From an optimization exercise on the open Yosys and OpenROAD flow, aimed at small area; shortcuts taken in it are not production practice. Only simulation tests tie the RTL to the original design; equivalence was not proved. The clock input has no modelled driver; a real chip could not lean on it and would need a root buffer or a full tree. Power and IR drop assume default switching activity.

## elevator_controller
module elevator_controller #(
  parameter N = 8,
  parameter NUM_CLK_DELAY = 1024
  )(
  input                    clk,     
  input                    rst_n,   
  input  [N-1:0]           button_up,
  input  [N-1:0]           button_down,
  input                    button_close,
  input                    button_open,
  input  [N-1:0]           button_select_floor,
  input  [N-1:0]           floor_sensor,
  input                    overweight_sensor,
  input                    fire_alert,
  output                   close_door,
  output                   open_door,
  output                   motor_up,
  output                   motor_down,
  output reg               direction_up,
  output reg               direction_down
);
Size in the first run: about 150 cells after synthesis, roughly 18 flip-flops, ~44 I/O pins, about 1100 µm² of cells after synthesis.
clock: 10.0 ns
lec_check: 0
cap_margin: 0
core_margin: 2
core_utilization: 25
gpl_timing_driven: 0
slew_margin: 0
standard.sh (not shown) runs the stock make flow with config.mk's settings and CLKGATE_MAP_FILE= SYNTH_SCRIPT=/design/flow/synth_recipe.tcl, a recipe that flattens the netlist after the stock synthesis.
==> flow/flow/run.sh <==
#!/bin/bash
# Own layout flow: the standard ORFS flow (standard.sh), with these changes:
#  - synthesis maps logic with an area-oriented ABC script (flow/abc.script)
#    and without the half/full-adder extraction step
#  - port buffers use the smallest buffer cell
#  - the clock tree is one clock buffer driving all flip-flops
#    (flow/post_cts.tcl collapses the tree CTS builds)
# Each tool's full output goes to the ORFS logs under orfs/logs; make's own
# output goes to flow.log.
set -euo pipefail
W=$PWD
rm -rf "$W/scripts"
cp -r "$FLOW_HOME/scripts" "$W/scripts"
cp "$W/flow/abc.script" "$W/scripts/abc_speed.script"
CTS="-sink_clustering_enable -repair_clock_nets -buf_list {sky130_fd_sc_hd__clkbuf_4} -root_buf sky130_fd_sc_hd__clkbuf_4 -dont_use_dummy_load"
bash standard.sh "SCRIPTS_DIR=$W/scripts" "ADDER_MAP_FILE=" \
  "BUFFER_PORTS_ARGS=-buffer_cell sky130_fd_sc_hd__buf_1" \
  "CTS_ARGS=$CTS" "POST_CTS_TCL=$W/flow/post_cts.tcl" \
  "POST_CTS_ROOT_CELL=sky130_fd_sc_hd__clkbuf_8" finish > "$W/flow.log" 2>&1
==> flow/flow/abc.script <==
strash
&get -n
&deepsyn -T 60
&put
&get -n
&dch -f
&nf -R 1000 -p
&put
==> flow/flow/post_cts.tcl <==
# Collapse the clock tree that CTS built (a root buffer feeding a few leaf
# buffers) into the root buffer alone, driving every flip-flop directly.
# Every flip-flop still gets its clock through the same single buffer.
set block [ord::get_db_block]
set clk_port_net [$block findNet clk]
set root ""
foreach it [$clk_port_net getITerms] {
  if { [[$it getMTerm] getIoType] == "INPUT" } {
    set inst [$it getInst]
    if { [string match "sky130_fd_sc_hd__clkbuf_*" [[$inst getMaster] getName]] } {
      if { $root != "" } { puts "post_cts: more than one buffer on clk, leaving the tree"; set root "x" }
      if { $root == "" } { set root $inst }
    }
  }
}
if { $root != "" && $root != "x" } {
  set rnet [[$root findITerm X] getNet]
  set leaves {}
  foreach it [$rnet getITerms] {
    set inst [$it getInst]
    if { $inst == $root } { continue }
    if { [string match "sky130_fd_sc_hd__clkbuf_*" [[$inst getMaster] getName]] } {
      lappend leaves $inst
    }
  }
  foreach leaf $leaves {
    set lnet [[$leaf findITerm X] getNet]
    set sinks {}
    foreach it [$lnet getITerms] {
      if { [$it getInst] != $leaf } { lappend sinks $it }
    }
    foreach it $sinks {
      $it disconnect
      $it connect $rnet
    }
    puts "post_cts: removed [$leaf getName], moved [llength $sinks] sinks to [$rnet getName]"
    odb::dbInst_destroy $leaf
    odb::dbNet_destroy $lnet
  }
  if { [[$root getMaster] getName] != $::env(POST_CTS_ROOT_CELL) } {
    replace_cell [$root getName] $::env(POST_CTS_ROOT_CELL)
  }
  detailed_placement
  check_placement -verbose
  estimate_parasitics -placement
  report_clock_skew
  report_checks -path_delay min_max
}
The starting point produced a clean layout.
==> next run, changes <==
==> flow/flow/run.sh (replaced) <==
#!/bin/bash
# Own layout flow: the standard ORFS flow (standard.sh), with these changes:
#  - synthesis maps logic with an area-oriented ABC script (flow/abc.script)
#    and without the half/full-adder extraction step
#  - port buffers use the smallest buffer cell
#  - the clock tree uses small clock buffers and no dummy loads
# Each tool's full output goes to the ORFS logs under orfs/logs; make's own
# output goes to flow.log.
set -euo pipefail
W=$PWD
rm -rf "$W/scripts"
cp -r "$FLOW_HOME/scripts" "$W/scripts"
cp "$W/flow/abc.script" "$W/scripts/abc_speed.script"
CTS="-sink_clustering_enable -repair_clock_nets -buf_list {sky130_fd_sc_hd__clkbuf_2 sky130_fd_sc_hd__clkbuf_4} -root_buf sky130_fd_sc_hd__clkbuf_4 -sink_clustering_size 30 -sink_clustering_max_diameter 200 -dont_use_dummy_load"
bash standard.sh "SCRIPTS_DIR=$W/scripts" "ADDER_MAP_FILE=" \
  "BUFFER_PORTS_ARGS=-buffer_cell sky130_fd_sc_hd__buf_1" \
  "CTS_ARGS=$CTS" finish > "$W/flow.log" 2>&1
Settings changed: CORE_UTILIZATION 25 to 40.
removed: flow/flow/post_cts.tcl
Wire length is higher by 1.9%.
Synthesized area barely changes.
Sequential share of layout area is higher by 0.32 points.
==> next run, changes <==
==> flow/flow/run.sh (replaced) <==
#!/bin/bash
# Own layout flow: the standard ORFS flow (standard.sh), with these changes:
#  - synthesis maps logic with an area-oriented ABC script (flow/abc.script)
#    and without the half/full-adder extraction step
#  - port buffers use the smallest buffer cell
#  - the clock tree is one clock buffer driving all flip-flops
#    (flow/post_cts.tcl collapses the tree CTS builds)
# Each tool's full output goes to the ORFS logs under orfs/logs; make's own
# output goes to flow.log.
set -euo pipefail
W=$PWD
rm -rf "$W/scripts"
cp -r "$FLOW_HOME/scripts" "$W/scripts"
cp "$W/flow/abc.script" "$W/scripts/abc_speed.script"
CTS="-sink_clustering_enable -repair_clock_nets -buf_list {sky130_fd_sc_hd__clkbuf_4} -root_buf sky130_fd_sc_hd__clkbuf_4 -dont_use_dummy_load"
bash standard.sh "SCRIPTS_DIR=$W/scripts" "ADDER_MAP_FILE=" \
  "BUFFER_PORTS_ARGS=-buffer_cell sky130_fd_sc_hd__buf_1" \
  "CTS_ARGS=$CTS" "POST_CTS_TCL=$W/flow/post_cts.tcl" \
  "POST_CTS_ROOT_CELL=sky130_fd_sc_hd__clkbuf_8" finish > "$W/flow.log" 2>&1
==> flow/flow/abc.script (replaced) <==
strash
&get -n
&deepsyn -J 300 -T 600
&put
&get -n
&dch -f
&nf -R 1000 -p -F 10 -C 32
&put
==> flow/flow/post_cts.tcl (new file) <==
# Collapse the clock tree that CTS built (a root buffer feeding a few leaf
# buffers) into the root buffer alone, driving every flip-flop directly.
# Every flip-flop still gets its clock through the same single buffer.
set block [ord::get_db_block]
set clk_port_net [$block findNet clk]
set root ""
foreach it [$clk_port_net getITerms] {
  if { [[$it getMTerm] getIoType] == "INPUT" } {
    set inst [$it getInst]
    if { [string match "sky130_fd_sc_hd__clkbuf_*" [[$inst getMaster] getName]] } {
      if { $root != "" } { puts "post_cts: more than one buffer on clk, leaving the tree"; set root "x" }
      if { $root == "" } { set root $inst }
    }
  }
}
if { $root != "" && $root != "x" } {
  set rnet [[$root findITerm X] getNet]
  set leaves {}
  foreach it [$rnet getITerms] {
    set inst [$it getInst]
    if { $inst == $root } { continue }
    if { [string match "sky130_fd_sc_hd__clkbuf_*" [[$inst getMaster] getName]] } {
      lappend leaves $inst
    }
  }
  foreach leaf $leaves {
    set lnet [[$leaf findITerm X] getNet]
    set sinks {}
    foreach it [$lnet getITerms] {
      if { [$it getInst] != $leaf } { lappend sinks $it }
    }
    foreach it $sinks {
      $it disconnect
      $it connect $rnet
    }
    puts "post_cts: removed [$leaf getName], moved [llength $sinks] sinks to [$rnet getName]"
    odb::dbInst_destroy $leaf
    odb::dbNet_destroy $lnet
  }
  if { [[$root getMaster] getName] != $::env(POST_CTS_ROOT_CELL) } {
    replace_cell [$root getName] $::env(POST_CTS_ROOT_CELL)
  }
  detailed_placement
  check_placement -verbose
  estimate_parasitics -placement
  report_clock_skew
  report_checks -path_delay min_max
}
Settings changed: CORE_UTILIZATION 40 to 25.
Result: The changed run went through all stages and came out clean; fmax increases by 8.1%; area after synthesis barely changes; clock skew came out lower by 0.0077 ns; via count rose by 1.0%; global-route usage fell by 5.2 points; clock power falls by 23%; power is lower by 3.2%.
==> next run, changes <==
Settings changed: CORE_AREA set to 2.3 2.72 59.8 59.84, CORE_MARGIN 2 to not set, CORE_UTILIZATION 25 to not set, DIE_AREA set to 0 0 62 62.
Power shrinks slightly.
Sequential power hardly moves.
Die area shrinks by a quarter to a third.
==> next run, changes <==
--- a/flow/flow/run.sh
+++ b/flow/flow/run.sh
@@ -18,2 +18,2 @@
   "CTS_ARGS=$CTS" "POST_CTS_TCL=$W/flow/post_cts.tcl" \
-  "POST_CTS_ROOT_CELL=sky130_fd_sc_hd__clkbuf_8" finish > "$W/flow.log" 2>&1
+  "POST_CTS_ROOT_CELL=sky130_fd_sc_hd__clkbuf_4" finish > "$W/flow.log" 2>&1
==> flow/flow/abc.script (replaced) <==
strash
&get -n
&deepsyn -T 60
&put
&get -n
&dch -f
&nf -R 1000 -p
&put
--- a/flow/flow/post_cts.tcl
+++ b/flow/flow/post_cts.tcl
@@ -39,5 +39,3 @@
   }
-  if { [[$root getMaster] getName] != $::env(POST_CTS_ROOT_CELL) } {
-    replace_cell [$root getName] $::env(POST_CTS_ROOT_CELL)
-  }
+  replace_cell $root $::env(POST_CTS_ROOT_CELL)
   detailed_placement
Settings changed: CAP_MARGIN 0 to 20, CORE_AREA 2.3 2.72 59.8 59.84 to not set, CORE_MARGIN set to 2, CORE_UTILIZATION set to 40, DIE_AREA 0 0 62 62 to not set, SLEW_MARGIN 0 to 20.
Effect: The new run failed in clock tree synthesis, error STA-0124; area after synthesis stays flat; synthesized cell count came out lower slightly.

elevator_controller, a different RTL version from the one above (not shown whole).
Size: ~270 cells after synthesis, roughly 1700 sq um of cells after synthesis.
Design elevator_controller, start of the top module:
module elevator_controller #(
  parameter N = 8,
  parameter NUM_CLK_DELAY = 1024
  )(
  input                    clk,     
  input                    rst_n,   
  input  [N-1:0]           button_up,
  input  [N-1:0]           button_down,
  input                    button_close,
  input                    button_open,
  input  [N-1:0]           button_select_floor,
  input  [N-1:0]           floor_sensor,
  input                    overweight_sensor,
  input                    fire_alert,
  output                   close_door,
  output                   open_door,
  output                   motor_up,
  output                   motor_down,
  output reg               direction_up,
  output reg               direction_down
);
clock: 10.0 ns
lec_check: 0
abc_area: 1
cap_margin: 20
core_margin: 2
core_utilization: 70
cts_buf_list: sky130_fd_sc_hd__clkbuf_1 sky130_fd_sc_hd__clkbuf_2
place_density: 0.8
slew_margin: 20
run.sh (not shown) runs the stock make flow with config.mk's settings and CLKGATE_MAP_FILE= SYNTH_SCRIPT=/design/flow/synth_recipe.tcl, a recipe that flattens the netlist after the stock synthesis.
Stock flow here: none of the scripts above is used.
The baseline died in global placement (3_3_place_gp).
Rerun with:
==> flow/flow/run.sh (new file) <==
#!/bin/bash
# Own layout flow: the standard ORFS flow (standard.sh), with these changes:
#  - synthesis maps logic with an area-oriented ABC script (flow/abc.script)
#    and without the half/full-adder extraction step
#  - port buffers use the smallest buffer cell
#  - the clock tree uses small clock buffers and no dummy loads
# Each tool's full output goes to the ORFS logs under orfs/logs; make's own
# output goes to flow.log.
set -euo pipefail
W=$PWD
rm -rf "$W/scripts"
cp -r "$FLOW_HOME/scripts" "$W/scripts"
cp "$W/flow/abc.script" "$W/scripts/abc_speed.script"
CTS="-sink_clustering_enable -repair_clock_nets -buf_list {sky130_fd_sc_hd__clkbuf_2 sky130_fd_sc_hd__clkbuf_4} -root_buf sky130_fd_sc_hd__clkbuf_4 -sink_clustering_size 30 -sink_clustering_max_diameter 200 -dont_use_dummy_load"
bash standard.sh "SCRIPTS_DIR=$W/scripts" "ADDER_MAP_FILE=" \
  "BUFFER_PORTS_ARGS=-buffer_cell sky130_fd_sc_hd__buf_1" \
  "CTS_ARGS=$CTS" finish > "$W/flow.log" 2>&1
==> flow/flow/abc.script (new file) <==
strash
&get -n
&deepsyn -T 60
&put
&get -n
&dch -f
&nf -R 1000
&put
==> flow/standard.sh (new file) <==
#!/bin/bash
# synth_recipe.tcl (not shown) runs the flow's synth.tcl, then flattens the netlist and writes it again
# the make line also repeats each setting of config.mk as NAME=value (left out here)
make -C /OpenROAD-flow-scripts/flow DESIGN_CONFIG=/design/flow/config.mk WORK_HOME=/design/flow/orfs CLKGATE_MAP_FILE= SYNTH_SCRIPT=/design/flow/synth_recipe.tcl "${@:-finish}"
==> flow/config.mk (replaced) <==
export PLATFORM = sky130hd
export DESIGN_NAME = elevator_controller
export DESIGN_NICKNAME = elevator_controller
export VERILOG_FILES = /design/flow/design.v
export SDC_FILE = /design/flow/constraint.sdc
export NUM_CORES = 4
export LEC_CHECK = 0
export CAP_MARGIN = 20
export CORE_MARGIN = 2
export CORE_UTILIZATION = 40
export GPL_TIMING_DRIVEN = 0
export SLEW_MARGIN = 20
removed: flow/run.sh
Result: The new run produced a clean layout; area after synthesis went down by 32%; synthesized cell count came out lower by about 40%.
Rerun with:
==> flow/run.sh (new file) <==
#!/bin/bash
# synth_recipe.tcl (not shown) runs the flow's synth.tcl, then flattens the netlist and writes it again
# the make line also repeats each setting of config.mk as NAME=value (left out here)
make -C /OpenROAD-flow-scripts/flow DESIGN_CONFIG=/design/flow/config.mk WORK_HOME=/design/flow/orfs CLKGATE_MAP_FILE= SYNTH_SCRIPT=/design/flow/synth_recipe.tcl finish
--- a/flow/config.mk
+++ b/flow/config.mk
@@ -9,4 +9,3 @@
 export CORE_MARGIN = 2
 export CORE_UTILIZATION = 40
-export GPL_TIMING_DRIVEN = 0
 export SLEW_MARGIN = 20
removed: flow/flow/run.sh
removed: flow/flow/abc.script
removed: flow/standard.sh
Outcome: Synthesized cell count went up by 23%; core utilization went up by 4.5 points; clock-buffer cell count went up by 1; clock power went up by 79%; via count went up by 23%; power went up by 43%.
Rerun with:
==> flow/flow/run.sh (new file) <==
#!/bin/bash
# Own layout flow: the standard ORFS flow, with three changes:
#  - synthesis maps logic with an area-oriented ABC script (flow/abc.script)
#  - port buffers use the smallest buffer cell
#  - clock tree built from small clock buffers
set -euo pipefail
W=$PWD
rm -rf "$W/scripts"
cp -r "$FLOW_HOME/scripts" "$W/scripts"
cp "$W/flow/abc.script" "$W/scripts/abc_speed.script"
CTS="-sink_clustering_enable -repair_clock_nets -buf_list {sky130_fd_sc_hd__clkbuf_2 sky130_fd_sc_hd__clkbuf_4} -root_buf sky130_fd_sc_hd__clkbuf_4 -dont_use_dummy_load"
bash standard.sh "SCRIPTS_DIR=$W/scripts" \
  "BUFFER_PORTS_ARGS=-buffer_cell sky130_fd_sc_hd__buf_1" \
  "CTS_ARGS=$CTS" finish > "$W/flow.log" 2>&1
==> flow/flow/abc.script (new file) <==
strash
&get -n
&deepsyn -T 30
&put
&get -n
&nf -R 1000
&put
==> flow/standard.sh (new file) <==
#!/bin/bash
# synth_recipe.tcl (not shown) runs the flow's synth.tcl, then flattens the netlist and writes it again
# the make line also repeats each setting of config.mk as NAME=value (left out here)
make -C /OpenROAD-flow-scripts/flow DESIGN_CONFIG=/design/flow/config.mk WORK_HOME=/design/flow/orfs CLKGATE_MAP_FILE= SYNTH_SCRIPT=/design/flow/synth_recipe.tcl "${@:-finish}"
removed: flow/run.sh
Outcome:
- The changed run ran to the end with no violations
- synthesized cell count went down by 21%
- first-iteration DRC count drops by 49%
- setup slack improves by 0.78 ns
- critical path depth fell by 2
- synthesized area falls by 24%
- wire length came out lower by 26%
- worst hold slack loses 0.0042 ns
- die area falls by 23%

## static timing again, ports no longer ideal
The flow's constraints put no driver on any port. The routed layouts listed below were extracted and timed again, unchanged, in two steps.
Step 1, drivers: a clkbuf_16 drives clk and a buf_2 each remaining input, both assumed.
Step 2 moves the port delays by t, midway between the first and last clock arrival at a register: inputs arrive t later, outputs are due t later. That takes back most of the time a late clock gives input paths.
a / b / c = ideal ports / drivers / drivers and shift; a / b = the first two.
| run | t (ns) | slack for setup (ns) | worst setup path at the end | worst data-port slew with drivers (ns) | cell pins on the clock port's net |
|---|---|---|---|---|---|
| the first run of note 1 | 0.182 | 4.876 / 4.873 / 4.691 | input to register | 0.05 | 1 |
| the second run of note 1 | 0.302 | 4.874 / 4.870 / 4.568 | input to register | 0.03 | 1 |
| the third run of note 1 | 0.181 | 5.259 / 5.246 / 5.080 | input to register | 0.04 | 1 |
| the fourth run of note 1 | 0.180 | 5.312 / 5.290 / 5.245 | input to register | 0.03 | 1 |
| the second run of note 2 | 0.292 | 5.170 / 5.148 / 4.922 | input to register | 0.04 | 1 |
| the third run of note 2 | 0.275 | 4.509 / 4.487 / 4.487 | input to output | 0.04 | 1 |
| the fourth run of note 2 | 0.304 | 5.294 / 5.273 / 5.241 | input to register | 0.03 | 1 |
After both steps setup and hold are still met in every run listed. The setup slack of the second run of note 1, which loses most, moves by -0.004 ns with the drivers and by -0.306 ns with both steps.
